This is an optimization exercise on Yosys and OpenROAD, whose aim is small area and a short achievable clock period, not a production implementation. Only simulation tests tie the RTL to the original design; equivalence was not proved.

File: flow/config.mk
export PLATFORM = sky130hd
export DESIGN_NAME = CPU
export DESIGN_NICKNAME = CPU
export VERILOG_FILES = /design/flow/design.v
export SDC_FILE = /design/flow/constraint.sdc
export NUM_CORES = 4
export LEC_CHECK = 0
export CAP_MARGIN = 20
export CORE_MARGIN = 2
export CORE_UTILIZATION = 40
export SLEW_MARGIN = 20
File: flow/constraint.sdc
create_clock -name core_clock -period 110.0 [get_ports {CLK}]
set_input_delay 22.0000 -clock core_clock [delete_from_list [all_inputs] [get_ports {CLK}]]
set_output_delay 22.0000 -clock core_clock [all_outputs]
set_load 0.01 [all_outputs]
File: flow/design.v
`timescale 1ns/100ps
module CPU(CLK, RESET, PC, INSTRUCTION, MEM_READ, MEM_WRITE, MEM_ADDRESS, MEM_WRITE_DATA, MEM_BYTE_ENABLE, READ_DATA);
    input CLK;
    input RESET;
    output [31:0] PC;
    input [31:0] INSTRUCTION;
    input [31:0] READ_DATA;
    output MEM_READ, MEM_WRITE;
    output [31:0] MEM_WRITE_DATA;
    output [31:0] MEM_ADDRESS;
    output [3:0] MEM_BYTE_ENABLE;
    reg  [31:1] pc_q;             
    reg         v_d;              
    reg  [31:0] ins_d;
    reg  [31:1] pc_d;
    reg         wr_e, mrd_e, mwr_e, br_e, jmp_e;      
    reg  [4:0]  rd_e;
    reg  [2:0]  f3_e;             
    reg  [2:0]  af_e;             
    reg         alt_e;            
    reg         sub_e;            
    reg         imm_e;            
    reg         mext_e;           
    reg         selimm_e;         
    reg         link_e;           
    reg  [31:0] a_e, b_e, i_e;
    reg         mrd_m, mwr_m, wr_m, ld_m;
    reg  [4:0]  rd_m;
    reg  [2:0]  f3_m;
    reg  [31:0] res_m, wd_m;
    reg         wr_w;
    reg  [4:0]  rd_w;
    reg  [31:0] res_w;
    wire        take;             
    wire [31:1] target;
    wire        stall;
    assign PC = {pc_q, 1'b0};
    always @(posedge CLK) begin
        if (RESET) pc_q <= 31'd0;
        else if (take) pc_q <= target;
        else if (!stall) pc_q <= pc_q + 31'd2;
    end
    always @(posedge CLK) begin
        if (RESET || take) v_d <= 1'b0;
        else if (!stall) v_d <= 1'b1;
        if (!stall) begin
            ins_d <= INSTRUCTION;
            pc_d  <= pc_q;
        end
    end
    wire [6:0] opc = ins_d[6:0];
    wire [2:0] f3  = ins_d[14:12];
    wire [4:0] rs1 = ins_d[19:15];
    wire [4:0] rs2 = ins_d[24:20];
    wire [4:0] rd  = ins_d[11:7];
    wire o_op    = v_d && opc == 7'b0110011;
    wire o_load  = v_d && opc == 7'b0000011;
    wire o_opimm = v_d && opc == 7'b0010011;
    wire o_jalr  = v_d && opc == 7'b1100111;
    wire o_store = v_d && opc == 7'b0100011;
    wire o_auipc = v_d && opc == 7'b0010111;
    wire o_lui   = v_d && opc == 7'b0110111;
    wire o_br    = v_d && opc == 7'b1100011;
    wire o_jal   = v_d && opc == 7'b1101111;
    wire f7_0   = ins_d[31:25] == 7'b0000000;
    wire f7_alt = ins_d[31:25] == 7'b0100000;
    wire f7_m   = ins_d[31:25] == 7'b0000001;
    wire op_ok  = o_op && (f7_0 || f7_m || (f7_alt && (f3 == 3'b000 || f3 == 3'b101)));
    wire d_wen  = op_ok || o_load || o_opimm || o_jalr || o_auipc || o_lui || o_jal;
    wire d_wr   = d_wen && rd != 5'd0;
    wire d_alu  = o_op || o_opimm;                  
    wire [2:0] d_af = d_alu ? f3 : 3'b000;
    wire d_alt  = (o_op && f7_alt) || (o_opimm && f3 == 3'b101 && ins_d[30]);
    wire d_sub  = o_br || (d_alu && (f3 == 3'b010 || f3 == 3'b011)) || (o_op && f7_alt && f3 == 3'b000);
    wire d_imm  = o_load || o_opimm || o_jalr || o_store;
    wire d_link = o_jal || o_jalr;
    wire d_pcrel = o_auipc || o_jal || o_br;
    wire [31:0] imm_i = {{20{ins_d[31]}}, ins_d[31:20]};
    wire [31:0] imm_s = {{20{ins_d[31]}}, ins_d[31:25], ins_d[11:7]};
    wire [31:0] imm_b = {{20{ins_d[31]}}, ins_d[7], ins_d[30:25], ins_d[11:8], 1'b0};
    wire [31:0] imm_j = {{12{ins_d[31]}}, ins_d[19:12], ins_d[20], ins_d[30:21], 1'b0};
    wire [31:0] imm_u = {ins_d[31:12], 12'b0};
    wire [31:0] imm   = (o_store) ? imm_s :
                        (o_br)    ? imm_b :
                        (o_jal)   ? imm_j :
                        (o_lui || o_auipc) ? imm_u : imm_i;
    wire [31:0] pc_imm = {pc_d, 1'b0} + imm;
    wire [31:0] pc4    = {pc_d[31:2] + 30'd1, pc_d[1], 1'b0};
    wire [31:0] rf1, rf2;
    wire [31:0] ex_res, mem_res;
    Register_file regfile(.CLK(CLK), .RESET(RESET), .RA1(rs1), .RA2(rs2), .WA(rd_w), .WE(wr_w),
                          .WD(res_w), .RD1(rf1), .RD2(rf2));
    wire [31:0] fw1 = (wr_e && rd_e == rs1) ? ex_res :
                      (wr_m && rd_m == rs1) ? mem_res :
                      (wr_w && rd_w == rs1) ? res_w : rf1;
    wire [31:0] fw2 = (wr_e && rd_e == rs2) ? ex_res :
                      (wr_m && rd_m == rs2) ? mem_res :
                      (wr_w && rd_w == rs2) ? res_w : rf2;
    assign stall = v_d && mrd_e && wr_e && (rd_e == rs1 || rd_e == rs2);
    wire kill = RESET || take || stall;
    always @(posedge CLK) begin
        if (kill) begin
            wr_e <= 1'b0; mrd_e <= 1'b0; mwr_e <= 1'b0; br_e <= 1'b0; jmp_e <= 1'b0;
        end else begin
            wr_e <= d_wr; mrd_e <= o_load; mwr_e <= o_store; br_e <= o_br; jmp_e <= d_link;
        end
        rd_e     <= rd;
        f3_e     <= f3;
        af_e     <= d_af;
        alt_e    <= d_alt;
        sub_e    <= d_sub;
        imm_e    <= d_imm;
        mext_e   <= o_op && f7_m;
        selimm_e <= o_lui || o_auipc;
        link_e   <= d_link;
        a_e      <= fw1;
        b_e      <= d_link ? pc4 : fw2;
        i_e      <= d_pcrel ? pc_imm : imm;
    end
    wire [31:0] opb = imm_e ? i_e : b_e;
    wire [31:0] addb = sub_e ? ~opb : opb;
    wire [32:0] sum  = {1'b0, a_e} + {1'b0, addb} + {32'd0, sub_e};
    wire ltu = ~sum[32];
    wire lt  = (a_e[31] ^ opb[31]) ? a_e[31] : sum[31];
    wire eq  = a_e == b_e;
    wire [4:0] sh = opb[4:0];
    wire [31:0] shl = a_e << sh;
    wire [31:0] shr = $signed({alt_e & a_e[31], a_e}) >>> sh;
    reg [31:0] alu;
    always @(*) begin
        case (af_e)
            3'b000: alu = sum[31:0];
            3'b001: alu = shl;
            3'b010: alu = {31'd0, lt};
            3'b011: alu = {31'd0, ltu};
            3'b100: alu = a_e ^ opb;
            3'b101: alu = shr;
            3'b110: alu = a_e | opb;
            default: alu = a_e & opb;
        endcase
    end
    wire [31:0] md_res;
    ALU md(.A(a_e), .B(b_e), .F3(f3_e), .RESULT(md_res));
    assign ex_res = link_e ? b_e : selimm_e ? i_e : mext_e ? md_res : alu;
    reg cond;
    always @(*) begin
        case (f3_e)
            3'b000: cond = eq;
            3'b001: cond = ~eq;
            3'b100: cond = lt;
            3'b101: cond = ~lt;
            3'b110: cond = ltu;
            3'b111: cond = ~ltu;
            default: cond = 1'b0;
        endcase
    end
    assign take   = jmp_e || (br_e && cond);
    assign target = (jmp_e && imm_e) ? sum[31:1] : i_e[31:1];
    wire [31:0] wdata;
    assign wdata[7:0]   = b_e[7:0];
    assign wdata[15:8]  = (f3_e[1:0] == 2'b00) ? b_e[7:0] : b_e[15:8];
    assign wdata[23:16] = (f3_e[1] == 1'b0) ? b_e[7:0] : b_e[23:16];
    assign wdata[31:24] = (f3_e[1:0] == 2'b00) ? b_e[7:0] : (f3_e[1:0] == 2'b01) ? b_e[15:8] : b_e[31:24];
    always @(posedge CLK) begin
        if (RESET) begin
            mrd_m <= 1'b0; mwr_m <= 1'b0; wr_m <= 1'b0;
        end else begin
            mrd_m <= mrd_e; mwr_m <= mwr_e; wr_m <= wr_e;
        end
        ld_m  <= mrd_e;
        rd_m  <= rd_e;
        f3_m  <= f3_e;
        res_m <= ex_res;
        wd_m  <= wdata;
    end
    assign MEM_READ       = mrd_m;
    assign MEM_WRITE      = mwr_m;
    assign MEM_ADDRESS    = res_m;
    assign MEM_WRITE_DATA = wd_m;
    assign MEM_BYTE_ENABLE = (f3_m == 3'b000) ? (4'b0001 << res_m[1:0]) :
                             (f3_m == 3'b001) ? (res_m[1] ? 4'b1100 : 4'b0011) :
                             (f3_m == 3'b010) ? 4'b1111 : 4'b0000;
    wire [15:0] half = res_m[1] ? READ_DATA[31:16] : READ_DATA[15:0];
    wire [7:0]  bsel = res_m[0] ? half[15:8] : half[7:0];
    reg  [31:0] ldata;
    always @(*) begin
        case (f3_m)
            3'b000: ldata = {{24{bsel[7]}}, bsel};
            3'b001: ldata = {{16{half[15]}}, half};
            3'b010: ldata = READ_DATA;
            3'b100: ldata = {24'd0, bsel};
            3'b101: ldata = {16'd0, half};
            default: ldata = 32'd0;
        endcase
    end
    assign mem_res = ld_m ? ldata : res_m;
    always @(posedge CLK) begin
        if (RESET) wr_w <= 1'b0;
        else wr_w <= wr_m;
        rd_w  <= rd_m;
        res_w <= mem_res;
    end
endmodule
`timescale 1ns/100ps
module Register_file(
    input         CLK,
    input         RESET,
    input  [4:0]  RA1,
    input  [4:0]  RA2,
    input  [4:0]  WA,
    input         WE,
    input  [31:0] WD,
    output [31:0] RD1,
    output [31:0] RD2
);
    wire [31:0] wdata = WD & {32{~RESET}};
    wire [32*32-1:0] flat;
    assign flat[31:0] = 32'd0;
    genvar i;
    generate
        for (i = 1; i < 32; i = i + 1) begin : r
            reg [31:0] q;
            always @(posedge CLK)
                if (RESET || (WE && WA == i)) q <= wdata;
            assign flat[32*i +: 32] = q;
        end
    endgenerate
    assign RD1 = flat[32*RA1 +: 32];
    assign RD2 = flat[32*RA2 +: 32];
endmodule
`timescale 1ns/100ps
module ALU(
    input  [31:0] A,
    input  [31:0] B,
    input  [2:0]  F3,
    output [31:0] RESULT
);
    wire sa = (F3[1:0] == 2'b01) || (F3[1:0] == 2'b10);
    wire sb = (F3[1:0] == 2'b01);
    wire signed [32:0] ma = {sa & A[31], A};
    wire signed [32:0] mb = {sb & B[31], B};
    wire signed [65:0] prod = ma * mb;
    wire [31:0] mul_res = (F3[1:0] == 2'b00) ? prod[31:0] : prod[63:32];
    wire sgn  = ~F3[0];
    wire nega = sgn & A[31];
    wire negb = sgn & B[31];
    wire [31:0] ua = nega ? -A : A;
    wire [31:0] ub = negb ? -B : B;
    wire [31:0] uq, ur;
    divu32 core(.N(ua), .D(ub), .Q(uq), .R(ur));
    wire bz = (B == 32'd0);
    wire [31:0] q = ((nega ^ negb) & ~bz) ? -uq : uq;
    wire [31:0] r = nega ? -ur : ur;
    wire [31:0] div_res = F3[1] ? r : q;
    assign RESULT = F3[2] ? div_res : mul_res;
endmodule
module divu32(
    input  [31:0] N,
    input  [31:0] D,
    output [31:0] Q,
    output [31:0] R
);
    wire [33:0] d1 = {2'b00, D};
    wire [33:0] d2 = {1'b0, D, 1'b0};
    wire [33:0] d3 = d1 + d2;
    wire [31:0] rem [0:16];
    assign rem[16] = 32'd0;
    genvar j;
    generate
        for (j = 15; j >= 0; j = j - 1) begin : row
            localparam integer W = 32 - 2*j;
            wire [W-1:0] t;
            if (W == 2) begin : w2
                assign t = N[2*j+1:2*j];
            end else begin : wn
                assign t = {rem[j+1][W-3:0], N[2*j+1:2*j]};
            end
            wire hz1 = ~|d1[33:W];
            wire hz2 = ~|d2[33:W];
            wire hz3 = ~|d3[33:W];
            wire [W:0] s1 = {1'b0, t} - {1'b0, d1[W-1:0]};
            wire [W:0] s2 = {1'b0, t} - {1'b0, d2[W-1:0]};
            wire [W:0] s3 = {1'b0, t} - {1'b0, d3[W-1:0]};
            wire ge1 = hz1 & ~s1[W];
            wire ge2 = hz2 & ~s2[W];
            wire ge3 = hz3 & ~s3[W];
            assign Q[2*j+1] = ge2;
            assign Q[2*j]   = ge3 | (ge1 & ~ge2);
            wire [W-1:0] nr = ge3 ? s3[W-1:0] : ge2 ? s2[W-1:0] : ge1 ? s1[W-1:0] : t;
            if (W == 32) begin : full
                assign rem[j] = nr;
            end else begin : part
                assign rem[j] = {{(32-W){1'b0}}, nr};
            end
        end
    endgenerate
    assign R = rem[0];
endmodule
File: flow/run.sh
#!/bin/bash
# synth_recipe.tcl (not shown) runs the flow's synth.tcl, then flattens the netlist and writes it again
# the make line also repeats each setting of config.mk as NAME=value (left out here)
make -C /OpenROAD-flow-scripts/flow DESIGN_CONFIG=/design/flow/config.mk WORK_HOME=/design/flow/orfs CLKGATE_MAP_FILE= SYNTH_SCRIPT=/design/flow/synth_recipe.tcl finish
==> impl_metrics.yaml, run 1 <==
run_status:
  status: "no timing/DRC/antenna violations"
clocking:
  root_buffer: "clkbuf_16"
  cts_tree: "yes"
  cts_setup_buffers: 0
  cts_buffers: 144
  clkTransAtPathRegs_ns: 0.06
  clockBufferDepth: 4
  cts_max_level: 4
  cts_hold_buf: 0
  insertion_delay_ns: 0.85
  cts.sinks: 1319
  cts_resized: 0
placement:
  dp.cells: 21600
  gp_congestion: 1.08
  port_buffers: 166
  hpwl_mm: 540
detailed_routing:
  detailroute.via_count: 140000
  wl_per_cell_microns: 33.2
  final_antenna_net_count: 0
  drt-initial-drc-count: 18600
  viasPerCell: 6.40
  drc: 0
  dr.pass1.iters: 7
  routed_wl_mm: 727
setup_path:
  cp-end-kind: "register"
  worstPathRequired_ns: 110.72
  cp_max_fo: 34
  cp_slowest_stage_delay_ns: 0.89
  crit_type: "reg2reg"
  crit_arrival_ns: 73.40
  crit_slowest_cell: "o21ai_1"
  cp-start-kind: "register"
layout:
  layout_common_cells: "nand2_1 (1,827), inv_1 (1,483), ha_1 (1,191)"
  nNetsFinal: 19000
  drive_gt1_frac: 0.101
  syn_to_final_growth_pct: 8.99
  final_common_cell: "nand2_1"
  finalNonFillerCells: 21900
timing:
  relSlewSlack: 0.111
  fin_crit_sh: 0.661
  worst_pin_slew_ns: 1.32
  final_period_minus_worst_setup_slack_ns: 72.68
  rsz0062_at_grt: "no"
  finClkSkew_ns: 0.0938
  tns_ns: 0
  hold_viol: 0
  final_max_slew_viol_count: 0
  max_freq_mhz: 13.8
  setup_viol: 0
synth:
  ys_ff_latch: 1319
  synth.distinct_cells: 121
  ys_seq_area_frac: 0.236
  postSynthCellCount: 16600
  async_flop_share: 0
  yosysWarnings: 3
  syn_area_per_cell_sq_um: 9.43
  ys.flop_type: "edfxtp_1"
  syn_area_sq_um: 157000
  synth_edf_count: 1055
  synth_fp_nets: 19000
floorplanning:
  num_rows: 229
  die_h_microns: 630
  core_area_sq_um: 389000
  start_util: 0.402
  dieWidth_microns: 630
  io_pins: 168
  die_area_sq_um: 397000
global_routing:
  grt_usage: 0.358
  antenna_found_initial: 77
  grt_pass1_wl_mm: 1020
  grt-ovfl-total: 0
  grt_max_degree: 134
  grt_pass1_vias: 136000
min_path:
  worstHoldPathType: "reg2reg"
run:
  drv_cap: 0
==> registers in the layout, summed over array words and instances, names as in the netlist, 3 cells and up <==
name,cells
a_e,32
af_e,3
b_e,32
f3_e,3
f3_m,3
i_e,32
ins_d,32
pc_d,31
pc_q,31
rd_e,5
rd_m,5
rd_w,5
regfile.r.q,992
res_m,32
res_w,32
wd_m,32
==> per-layer routing <==
| layer | GRT usage | wire length, microns |
|---|---|---|
| met1 | 0.455 | 279000 |
| met2 | 0.533 | 310000 |
| met3 | 0.112 | 85900 |
| met4 | 0.215 | 52500 |
| met5 | 0 | 379 |
==> worst paths after layout <==
kind                                   startpoint               to  slack, ns  depth (start not counted)
worst min register to register    rd_e[4]$_DFF_P_  rd_m[4]$_DFF_P_       0.39                          0
worst max-delay path            b_e[0]$_SDFF_PN0_  a_e[30]$_DFF_P_      37.32                        237
worst max register to register  b_e[0]$_SDFF_PN0_  a_e[30]$_DFF_P_      37.32                        237
worst min-delay path              rd_e[4]$_DFF_P_  rd_m[4]$_DFF_P_       0.39                          0
==> through the flow <==
step           area [sq um]  hold WS (ns)   util  setup slack, ns
6_report             171000         0.390  0.439            37.32
5_1_grt              171000         0.394  0.438            34.96
4_1_cts              171000         0.386  0.438            40.29
3_5_place_dp         166000         0.383  0.427            40.60
3_3_place_gp         166000         0.388  0.426            40.65
2_1_floorplan        157000         0.344      -            54.46
==> worst max-delay path: cells and delay by family (launching register included) <==
family / cells / cell delay (ns)
AOI/OAI and AO/OA: 119 / 33.53
xor gates and xnor gates: 3 / 0.49
adders and majority gates: 18 / 6.50
buffers and inverters: 20 / 4.66
DFF: 1 / 0.49
muxes: 5 / 2.90
and+or+nand+nor: 72 / 23.70
==> logic make-up (layout without fill, tap and decap cells) <==
| family | Yosys count | after routing | share of synthesized area |
|---|---|---|---|
| and+or+nand+nor | 4667 | 4667 | 0.137 |
| AOI/OAI and AO/OA | 3994 | 3994 | 0.163 |
| adders and majority gates | 2367 | 2367 | 0.245 |
| buffers and inverters | 2359 | 2419 | 0.0572 |
| DFF | 1319 | 1319 | 0.236 |
| muxes | 975 | 975 | 0.109 |
| xor gates and xnor gates | 934 | 934 | 0.0526 |
| other | 1 | 32 | 0.0000239 |
==> synthesized netlist by cell type (98+ instances only) <==
cell type | instances | share of area
a21oi_1 | 1097 | 0.035
inv_1 | 1487 | 0.036
xor2_1 | 315 | 0.018
o211ai_1 | 135 | 0.0065
nand3_1 | 245 | 0.0078
nor3_1 | 283 | 0.0090
xnor2_1 | 611 | 0.034
edfxtp_1 | 1055 | 0.20
a21o_1 | 298 | 0.014
nor2b_1 | 153 | 0.0061
nand2b_1 | 126 | 0.0050
dfxtp_1 | 264 | 0.034
mux4_2 | 578 | 0.083
nor2_1 | 1173 | 0.028
o21ai_0 | 991 | 0.032
and3_1 | 130 | 0.0052
a31oi_1 | 136 | 0.0054
or3_1 | 125 | 0.0050
mux2i_1 | 356 | 0.023
o21a_1 | 154 | 0.0074
fa_1 | 1175 | 0.15
a21boi_0 | 98 | 0.0047
buf_1 | 144 | 0.0034
nand2_1 | 1837 | 0.044
and2_1 | 191 | 0.0076
a211oi_1 | 152 | 0.0073
clkbuf_1 | 632 | 0.015
ha_1 | 1192 | 0.095
==> final cells by class <==
class,instances,area [sq um]
antenna,31,77.6
timing repair buffer,640,5330
clock buffer,189,3940
clock inverter,57,528
inverter,1533,5750
multi-input combinational,12900,112000
tap,5197,6500
fill,37600,219000
sequential,1319,37100
==> inputs of run 2 (changes only) <==
--- a/flow/design.v
+++ b/flow/design.v
@@ -28,9 +28,6 @@
     reg  [4:0]  rd_m;
     reg  [2:0]  f3_m;
     reg  [31:0] res_m, wd_m;
-    reg         wr_w;
-    reg  [4:0]  rd_w;
-    reg  [31:0] res_w;
     wire        take;             
     wire [31:1] target;
     wire        stall;
@@ -85,17 +82,15 @@
                         (o_jal)   ? imm_j :
                         (o_lui || o_auipc) ? imm_u : imm_i;
     wire [31:0] pc_imm = {pc_d, 1'b0} + imm;
-    wire [31:0] pc4    = {pc_d[31:2] + 30'd1, pc_d[1], 1'b0};
+    wire [31:0] pc4    = {pc_q, 1'b0};       
     wire [31:0] rf1, rf2;
     wire [31:0] ex_res, mem_res;
-    Register_file regfile(.CLK(CLK), .RESET(RESET), .RA1(rs1), .RA2(rs2), .WA(rd_w), .WE(wr_w),
-                          .WD(res_w), .RD1(rf1), .RD2(rf2));
+    Register_file regfile(.CLK(CLK), .RESET(RESET), .RA1(rs1), .RA2(rs2), .WA(rd_m), .WE(wr_m),
+                          .WD(mem_res), .RD1(rf1), .RD2(rf2));
     wire [31:0] fw1 = (wr_e && rd_e == rs1) ? ex_res :
-                      (wr_m && rd_m == rs1) ? mem_res :
-                      (wr_w && rd_w == rs1) ? res_w : rf1;
+                      (wr_m && rd_m == rs1) ? mem_res : rf1;
     wire [31:0] fw2 = (wr_e && rd_e == rs2) ? ex_res :
-                      (wr_m && rd_m == rs2) ? mem_res :
-                      (wr_w && rd_w == rs2) ? res_w : rf2;
+                      (wr_m && rd_m == rs2) ? mem_res : rf2;
     assign stall = v_d && mrd_e && wr_e && (rd_e == rs1 || rd_e == rs2);
     wire kill = RESET || take || stall;
     always @(posedge CLK) begin
@@ -124,8 +119,24 @@
     wire lt  = (a_e[31] ^ opb[31]) ? a_e[31] : sum[31];
     wire eq  = a_e == b_e;
     wire [4:0] sh = opb[4:0];
-    wire [31:0] shl = a_e << sh;
-    wire [31:0] shr = $signed({alt_e & a_e[31], a_e}) >>> sh;
+    wire        left = ~af_e[2];
+    wire [31:0] a_rev;
+    wire [31:0] shr;
+    genvar gi;
+    generate
+        for (gi = 0; gi < 32; gi = gi + 1) begin : rev
+            assign a_rev[gi] = left ? a_e[31-gi] : a_e[gi];
+        end
+    endgenerate
+    wire [32:0] sh_in = {alt_e & a_e[31] & ~left, a_rev};
+    wire [32:0] sh_out = $signed(sh_in) >>> sh;
+    wire [31:0] shl;
+    generate
+        for (gi = 0; gi < 32; gi = gi + 1) begin : rev2
+            assign shl[gi] = sh_out[31-gi];
+        end
+    endgenerate
+    assign shr = sh_out[31:0];
     reg [31:0] alu;
     always @(*) begin
         case (af_e)
@@ -194,12 +205,6 @@
         endcase
     end
     assign mem_res = ld_m ? ldata : res_m;
-    always @(posedge CLK) begin
-        if (RESET) wr_w <= 1'b0;
-        else wr_w <= wr_m;
-        rd_w  <= rd_m;
-        res_w <= mem_res;
-    end
 endmodule
 `timescale 1ns/100ps
 module Register_file(
@@ -225,8 +230,18 @@
             assign flat[32*i +: 32] = q;
         end
     endgenerate
-    assign RD1 = flat[32*RA1 +: 32];
-    assign RD2 = flat[32*RA2 +: 32];
+    reg [31:0] rd1, rd2;
+    integer k;
+    always @(*) begin
+        rd1 = 32'd0;
+        rd2 = 32'd0;
+        for (k = 1; k < 32; k = k + 1) begin
+            rd1 = rd1 | (flat[32*k +: 32] & {32{RA1 == k}});
+            rd2 = rd2 | (flat[32*k +: 32] & {32{RA2 == k}});
+        end
+    end
+    assign RD1 = rd1;
+    assign RD2 = rd2;
 endmodule
 `timescale 1ns/100ps
 module ALU(
@@ -237,9 +252,8 @@
 );
     wire sa = (F3[1:0] == 2'b01) || (F3[1:0] == 2'b10);
     wire sb = (F3[1:0] == 2'b01);
-    wire signed [32:0] ma = {sa & A[31], A};
-    wire signed [32:0] mb = {sb & B[31], B};
-    wire signed [65:0] prod = ma * mb;
+    wire [63:0] prod;
+    mul33 mul(.A(A), .B(B), .SA(sa), .SB(sb), .P(prod));
     wire [31:0] mul_res = (F3[1:0] == 2'b00) ? prod[31:0] : prod[63:32];
     wire sgn  = ~F3[0];
     wire nega = sgn & A[31];
@@ -296,3 +310,37 @@
     endgenerate
     assign R = rem[0];
 endmodule
+module mul33(
+    input  [31:0] A,
+    input  [31:0] B,
+    input         SA,
+    input         SB,
+    output [63:0] P
+);
+    wire [33:0] ae = {{2{SA & A[31]}}, A};
+    wire [35:0] bx = {{3{SB & B[31]}}, B, 1'b0};
+    wire [63:0] t [0:16];
+    wire [63:0] negs;
+    genvar i;
+    generate
+        for (i = 0; i < 17; i = i + 1) begin : pp
+            wire bm1 = bx[2*i];
+            wire b0  = bx[2*i+1];
+            wire b1  = bx[2*i+2];
+            wire one = b0 ^ bm1;
+            wire two = (b1 & ~b0 & ~bm1) | (~b1 & b0 & bm1);
+            wire [33:0] m = ({34{one}} & ae) | ({34{two}} & {ae[32:0], 1'b0});
+            wire [33:0] p = m ^ {34{b1}};
+            wire [63:0] row = {30'd0, ~p[33], p[32:0]};
+            assign t[i] = row << (2*i);
+            assign negs[2*i] = b1;
+            if (i < 16) begin : gap
+                assign negs[2*i+1] = 1'b0;
+            end
+        end
+    endgenerate
+    assign negs[63:33] = 31'd0;
+    assign P = t[0] + t[1] + t[2] + t[3] + t[4] + t[5] + t[6] + t[7] + t[8]
+             + t[9] + t[10] + t[11] + t[12] + t[13] + t[14] + t[15] + t[16]
+             + negs + 64'h5555555600000000;
+endmodule
==> flow/flow/run.sh (new file) <==
#!/bin/bash
# The standard layout, with ORFS's timing repair (CTS and global-route
# steps) aiming for MARGIN ns of setup slack instead of 0, so that it sizes up
# the gates on the long divider paths. Repair may only resize gates (no pin
# swaps, buffering, cloning or load splitting), which keeps the netlist's
# logic exactly as synthesised. The clock, constraints and every other step
# are the standard ones.
set -euo pipefail
cd "$(dirname "$0")/.."
MARGIN=60
bash standard.sh SETUP_SLACK_MARGIN=$MARGIN SETUP_MOVE_SEQUENCE=sizeup \
    SKIP_PIN_SWAP=1 SKIP_GATE_CLONING=1 finish > flow_standard.log 2>&1
==> flow/standard.sh (new file) <==
#!/bin/bash
# synth_recipe.tcl (not shown) runs the flow's synth.tcl, then flattens the netlist and writes it again
# the make line also repeats each setting of config.mk as NAME=value (left out here)
make -C /OpenROAD-flow-scripts/flow DESIGN_CONFIG=/design/flow/config.mk WORK_HOME=/design/flow/orfs CLKGATE_MAP_FILE= SYNTH_SCRIPT=/design/flow/synth_recipe.tcl "${@:-finish}"
--- a/flow/config.mk
+++ b/flow/config.mk
@@ -5,6 +5,7 @@
 export SDC_FILE = /design/flow/constraint.sdc
 export NUM_CORES = 4
 export LEC_CHECK = 0
+export ABC_AREA = 1
 export CAP_MARGIN = 20
 export CORE_MARGIN = 2
 export CORE_UTILIZATION = 40
removed: flow/run.sh
==> impl_metrics.yaml, run 2 <==
synth:
  yosysWarnings: 4
  synth.distinct_cells: 92
  ys.flop_type: "edfxtp_1"
  synth_commonest_cells: "nand2_1 (3,113), inv_1 (2,146), a21oi_1 (1,276), ha_1 (1,179), o21ai_0 (1,078)"
  async_flop_share: 0
  ys_seq_area_frac: 0.268
  syn_area_per_cell_sq_um: 7.86
  synth_fp_nets: 18900
  synth_area_leader_cell: "edfxtp_1"
  syn_area_sq_um: 135000
  yosysMostFrequentCell: "nand2_1"
  synth_edf_count: 1055
  ys_ff_latch: 1281
  postSynthCellCount: 17200
  yosys-top-cells-area: "edfxtp_1 (23%), ha_1 (11%), nand2_1 (8.6%)"
  synth_top_cell_area_share: 0.234
timing:
  max_freq_mhz: 20.6
  setup_viol: 0
  relSlewSlack: 0.0376
  hold_viol: 0
  final_period_minus_worst_setup_slack_ns: 48.52
  worst_pin_slew_ns: 1.43
  finalWorstSetupSlack_ns: 61.48
  tns_ns: 0
  finClkSkew_ns: 0.113
  fin_crit_sh: 0.441
  rsz0062_at_grt: "yes"
  final_max_slew_viol_count: 0
  whs_ns: 0.338
setup_path:
  cp-start-kind: "register"
  crit_type: "reg2reg"
  worstPathRequired_ns: 110.73
  cp_slowest_stage_delay_ns: 0.84
  crit_slowest_cell: "o211ai_1"
  cp-end-kind: "register"
  crit_arrival_ns: 49.25
  cp_max_fo: 29
  cpMostUsedCell: "nand2_1"
global_routing:
  antenna_found_initial: 51
  grt_pass1_vias: 127000
  grt_pass1_wl_mm: 928
  grt_usage: 0.376
  grt_max_degree: 71
  grt-ovfl-total: 0
floorplanning:
  core_area_sq_um: 336000
  num_rows: 213
  io_pins: 168
  die_h_microns: 585
  die_area_sq_um: 342000
  start_util: 0.402
  dieWidth_microns: 585
detailed_routing:
  viasPerCell: 6.27
  drt-initial-drc-count: 19900
  final_antenna_net_count: 0
  drc: 0
  detailroute.via_count: 137000
  wl_per_cell_microns: 30.5
  dr.pass1.iters: 9
  routed_wl_mm: 667
clocking:
  cts_tree: "yes"
  root_buffer: "clkbuf_16"
  clkTransAtPathRegs_ns: 0.06
  clockBufferDepth: 4
  insertion_delay_ns: 0.88
  cts.sinks: 1281
  cts_buffers: 146
  cts_max_level: 4
layout:
  regMostFlops: "regfile.r.q"
  finalNonFillerCells: 21900
  drive_gt1_frac: 0.129
  largest_reg_flops: 992
  nNetsFinal: 19000
  layout_common_cells: "nand2_1 (2,914), inv_1 (2,037), a21oi_1 (1,183)"
  syn_to_final_growth_pct: 14.2
  final_common_cell: "nand2_1"
placement:
  place_ws_ns: 48.57
  gp_congestion: 1.05
  dp.cells: 21600
  hpwl_mm: 479
  port_buffers: 166
min_path:
  worstHoldPathType: "reg2reg"
run_status:
  status: "no timing/DRC/antenna violations"
run:
  drv_cap: 0
run 2: cell count changes after synthesis, moves of 408 or more:
cell,change
fa_1,-660
inv_1,+659
mux4_2,-578
nand2_1,+1276
nand3_1,+533
o22ai_1,+660
xnor2_1,-408
xor2_1,+719
run 2: repair_timing:
item	in CTS	in global routing
gates resized for setup	519	868
hold buffers	0	0
setup endpoints to repair	96	96
setup buffers	0	0
run 2: cell families (layout without fill, tap and decap cells):
logic type,count (synthesis),after routing,share of synthesized area
compound gates,4511,4511,0.205
simple gates,5421,5421,0.174
flops,1281,1281,0.268
buf+inv,3011,3162,0.0854
other cells,1,29,0.0000278
xor+xnor,1238,1238,0.0803
mux,23,23,0.00171
fa+ha+maj,1694,1694,0.185
run 2: layout make-up:
type	count	area (sq um)
fill	33300	182000
inverter	2286	8860
sequential	1281	36200
tap	4515	5650
clock inverter	65	596
clock buffer	188	3970
timing repair buffer	623	5370
multi-input combinational	12900	93500
antenna	28	70.1
run 2: final timing paths:
| kind | endpoint | start | cells after the start | slack (ns) |
|---|---|---|---|---|
| max | b_e[23]$_DFF_P_ | b_e[27]$_DFF_P_ | 301 | 61.48 |
| min reg2reg | rd_m[0]$_DFF_P_ | rd_e[0]$_DFF_P_ | 0 | 0.34 |
| min | rd_m[0]$_DFF_P_ | rd_e[0]$_DFF_P_ | 0 | 0.34 |
| max reg2reg | b_e[23]$_DFF_P_ | b_e[27]$_DFF_P_ | 301 | 61.48 |
run 2: worst max-delay path: cells and delay by family (launching register included):
family,cells,cell delay [ns]
buffers and inverters,45,6.95
flip-flops,1,0.32
XOR/XNOR,2,0.35
AND/OR/NAND/NOR,120,17.48
AO/OA/AOI/OAI,117,18.05
adder cells (fa/ha/maj),17,4.92
run 2: metal layers:
layer  track usage  vias to the layer above  wire (microns)
met4         0.212                       26           47200
met1         0.498                    65800          260000
met3         0.118                     1909           91500
li1              -                    59900               -
met5             0                        -             243
met2         0.538                     9528          269000
run 2: per-stage QoR:
step	util	area [sq um]
after floorplan	-	135000
after global placement	0.427	144000
after detailed placement	0.427	144000
after CTS	0.447	150000
after global routing	0.459	154000
final	0.459	154000
==> inputs of run 3 (changes only) <==
==> flow/flow/run.sh (replaced) <==
#!/bin/bash
# The standard layout, with ORFS's timing repair (CTS and global-route
# steps) aiming for MARGIN ns of setup slack instead of 0, so that it sizes up
# and buffers the long divider paths. Repair may only resize gates and insert
# buffers (no pin swaps, cloning or load splitting), which keeps the netlist's
# logic as synthesised. The clock, constraints and every other step are the
# standard ones.
set -euo pipefail
cd "$(dirname "$0")/.."
MARGIN=62
bash standard.sh SETUP_SLACK_MARGIN=$MARGIN SETUP_MOVE_SEQUENCE=sizeup,buffer \
    SKIP_PIN_SWAP=1 SKIP_GATE_CLONING=1 finish > flow_standard.log 2>&1
==> impl_metrics.yaml, run 3 <==
layout:
  drive_gt1_frac: 0.136
  syn_to_final_growth_pct: 15.2
  regMostFlops: "regfile.r.q"
  layout_common_cells: "nand2_1 (2,963), inv_1 (2,068), a21oi_1 (1,184)"
  largest_reg_flops: 992
  nNetsFinal: 19300
  final_common_cell: "nand2_1"
  design_area_sq_um: 156000
setup_path:
  r2r_cells: 306
  cpMostUsedCell: "nand2_1"
  cp_slowest_stage_delay_ns: 0.68
  r2r_start: "b_e[27]$_DFF_P_"
  crit_type: "reg2reg"
  crit_arrival_ns: 46.95
  crit_slowest_cell: "nor2_2"
  cp-end-kind: "register"
  rrSetupSlack_ns: 63.74
  reg2reg_to: "b_e[24]$_DFF_P_"
  cp_max_fo: 32
  worstPathRequired_ns: 110.69
  cp-start-kind: "register"
floorplanning:
  core_area_sq_um: 336000
  die_area_sq_um: 342000
  num_rows: 213
  io_pins: 168
  die_h_microns: 585
  start_util: 0.402
  dieWidth_microns: 585
placement:
  gp_congestion: 1.05
  place_ws_ns: 48.57
  dpl_cell_area_sq_um: 144000
  port_buffers: 166
  hpwl_mm: 479
detailed_routing:
  detailroute.via_count: 138000
  wl_per_cell_microns: 30.2
  routed_wl_mm: 670
  drt-initial-drc-count: 20100
  final_antenna_net_count: 0
  drc: 0
  dr.pass1.iters: 8
  viasPerCell: 6.23
timing:
  max_freq_mhz: 21.6
  finalWorstSetupSlack_ns: 63.74
  rsz0062_at_grt: "no"
  final_max_slew_viol_count: 0
  worst_pin_slew_ns: 1.36
  finClkSkew_ns: 0.108
  relSlewSlack: 0.0807
  setup_viol: 0
  fin_crit_sh: 0.421
  tns_ns: 0
  final_period_minus_worst_setup_slack_ns: 46.26
  hold_viol: 0
  whs_ns: 0.342
run_status:
  status: "no timing/DRC/antenna violations"
synth:
  async_flop_share: 0
  yosysWarnings: 4
  synth_fp_nets: 18900
  synth_edf_count: 1055
  synth_commonest_cells: "nand2_1 (3,113), inv_1 (2,146), a21oi_1 (1,276), ha_1 (1,179), o21ai_0 (1,078)"
  yosys-top-cells-area: "edfxtp_1 (23%), ha_1 (11%), nand2_1 (8.6%)"
  ys.flop_type: "edfxtp_1"
  postSynthCellCount: 17200
  yosysMostFrequentCell: "nand2_1"
  syn_area_per_cell_sq_um: 7.86
  synth.distinct_cells: 92
  syn_area_sq_um: 135000
  ys_seq_area_frac: 0.268
  ys_ff_latch: 1281
  synth_area_leader_cell: "edfxtp_1"
  synth_top_cell_area_share: 0.234
clocking:
  cts.sinks: 1281
  root_buffer: "clkbuf_16"
  cts_tree: "yes"
  cts_max_level: 4
  clockBufferDepth: 4
  insertion_delay_ns: 0.88
  clkTransAtPathRegs_ns: 0.06
  cts_buffers: 146
  cts_hold_buf: 0
min_path:
  worstHoldPathCells: 0
  hold_path_startpoint: "rd_e[0]$_DFF_P_"
  worstHoldPathType: "reg2reg"
  hold_end: "rd_m[0]$_DFF_P_"
global_routing:
  grt_usage: 0.376
  grt_pass1_vias: 127000
  grt_max_degree: 71
  grt-ovfl-total: 0
  grt_pass1_wl_mm: 930
  antenna_found_initial: 55
run:
  drv_cap: 0
==> run 3: cell types whose count changed in the layout (fill, tap and decap cells not counted), sizes merged <==
cell	change
buf	+301
clkbuf	-2
clkinv	-4
diode	-2
inv	+4
==> run 3: layout make-up <==
class / count / area (sq um)
Inverter: 2286 / 8810
Antenna cell: 26 / 65.1
Tap cell: 4515 / 5650
Clock buffer: 188 / 3970
Multi-Input combinational cell: 12900 / 92500
Clock inverter: 65 / 596
Sequential cell: 1281 / 36200
Fill cell: 33300 / 181000
Timing Repair Buffer: 922 / 7730
==> run 3: per-layer routing <==
metal  GRT usage  part of all wire  vias up
met3       0.118              0.14     1902
li1            -                 -    60400
met2       0.537              0.40     9647
met5           0           0.00036        -
met1       0.499              0.39    66200
met4       0.216             0.070       30
==> run 3: critical path: cells and delay by family (launching register included) <==
| family | cells | cell delay, ns |
|---|---|---|
| and+or+nand+nor | 114 | 15.59 |
| buffers and inverters | 54 | 7.26 |
| adders and majority gates | 17 | 4.99 |
| AOI/OAI and AO/OA | 119 | 17.17 |
| DFF | 1 | 0.32 |
| muxes | 1 | 0.20 |
| xor gates and xnor gates | 1 | 0.28 |
==> run 3: worst max path at each step <==
stage | start | depth (start not counted) | end
4_1_cts | f3_e[0]$_DFF_P_ | 333 | b_e[31]$_DFF_P_
5_1_grt | f3_e[0]$_DFF_P_ | 336 | b_e[27]$_DFF_P_
3_3_place_gp | b_e[27]$_DFF_P_ | 311 | b_e[26]$_DFF_P_
6_report | b_e[27]$_DFF_P_ | 306 | b_e[24]$_DFF_P_
3_5_place_dp | b_e[27]$_DFF_P_ | 313 | b_e[26]$_DFF_P_
2_1_floorplan | b_e[0]$_SDFF_PP0_ | 314 | a_e[31]$_DFF_P_
==> run 3: logic make-up after synthesis <==
logic type,count (synthesis),synth area share
AOI/OAI and AO/OA,4511,0.205
xor gates and xnor gates,1238,0.0803
adders and majority gates,1694,0.185
buffers and inverters,3011,0.0854
DFF,1281,0.268
muxes,23,0.00171
other,1,0.0000278
and+or+nand+nor,5421,0.174
==> run 3: through the flow <==
| stage | cells | utilization |
|---|---|---|
| finish | 22200 | 0.463 |
| global route | 22200 | 0.462 |
| CTS | 21900 | 0.449 |
| detailed placement | 21600 | 0.427 |
| global placement | 21600 | 0.427 |
| floorplan | 17200 | - |
==> run 3: what timing repair did <==
item,4_1_cts,5_1_grt
resized for setup,482,643
setup buffers,102,198
endpoints found under the setup margin,96,96
hold endpoints to repair,0,0

## afterwards: timing with drivers on the ports
The flow's constraints put no driver on any port. The routed layouts listed below were extracted and timed again, unchanged, in two steps. Step 1: set_driving_cell puts a clkbuf_16 on CLK and a buf_2 on each other input, an assumption about the parent block. Step 2 moves the port delays by t, midway between the first and last clock arrival at a register: inputs arrive t later, outputs are due t later. That takes back most of the time a late clock gives input paths. Three values: ideal, step 1, step 2; two values: the first two.
| run | t (ns) | slack for setup (ns) | worst setup path at the end |
|---|---|---|---|
| run 1 | 0.907 | 37.321 / 37.321 / 37.321 | register to register |
| run 2 | 0.935 | 61.475 / 61.475 / 61.475 | register to register |
| run 3 | 0.937 | 63.739 / 63.739 / 63.739 | register to register |
After both steps setup and hold are still met in every run listed.
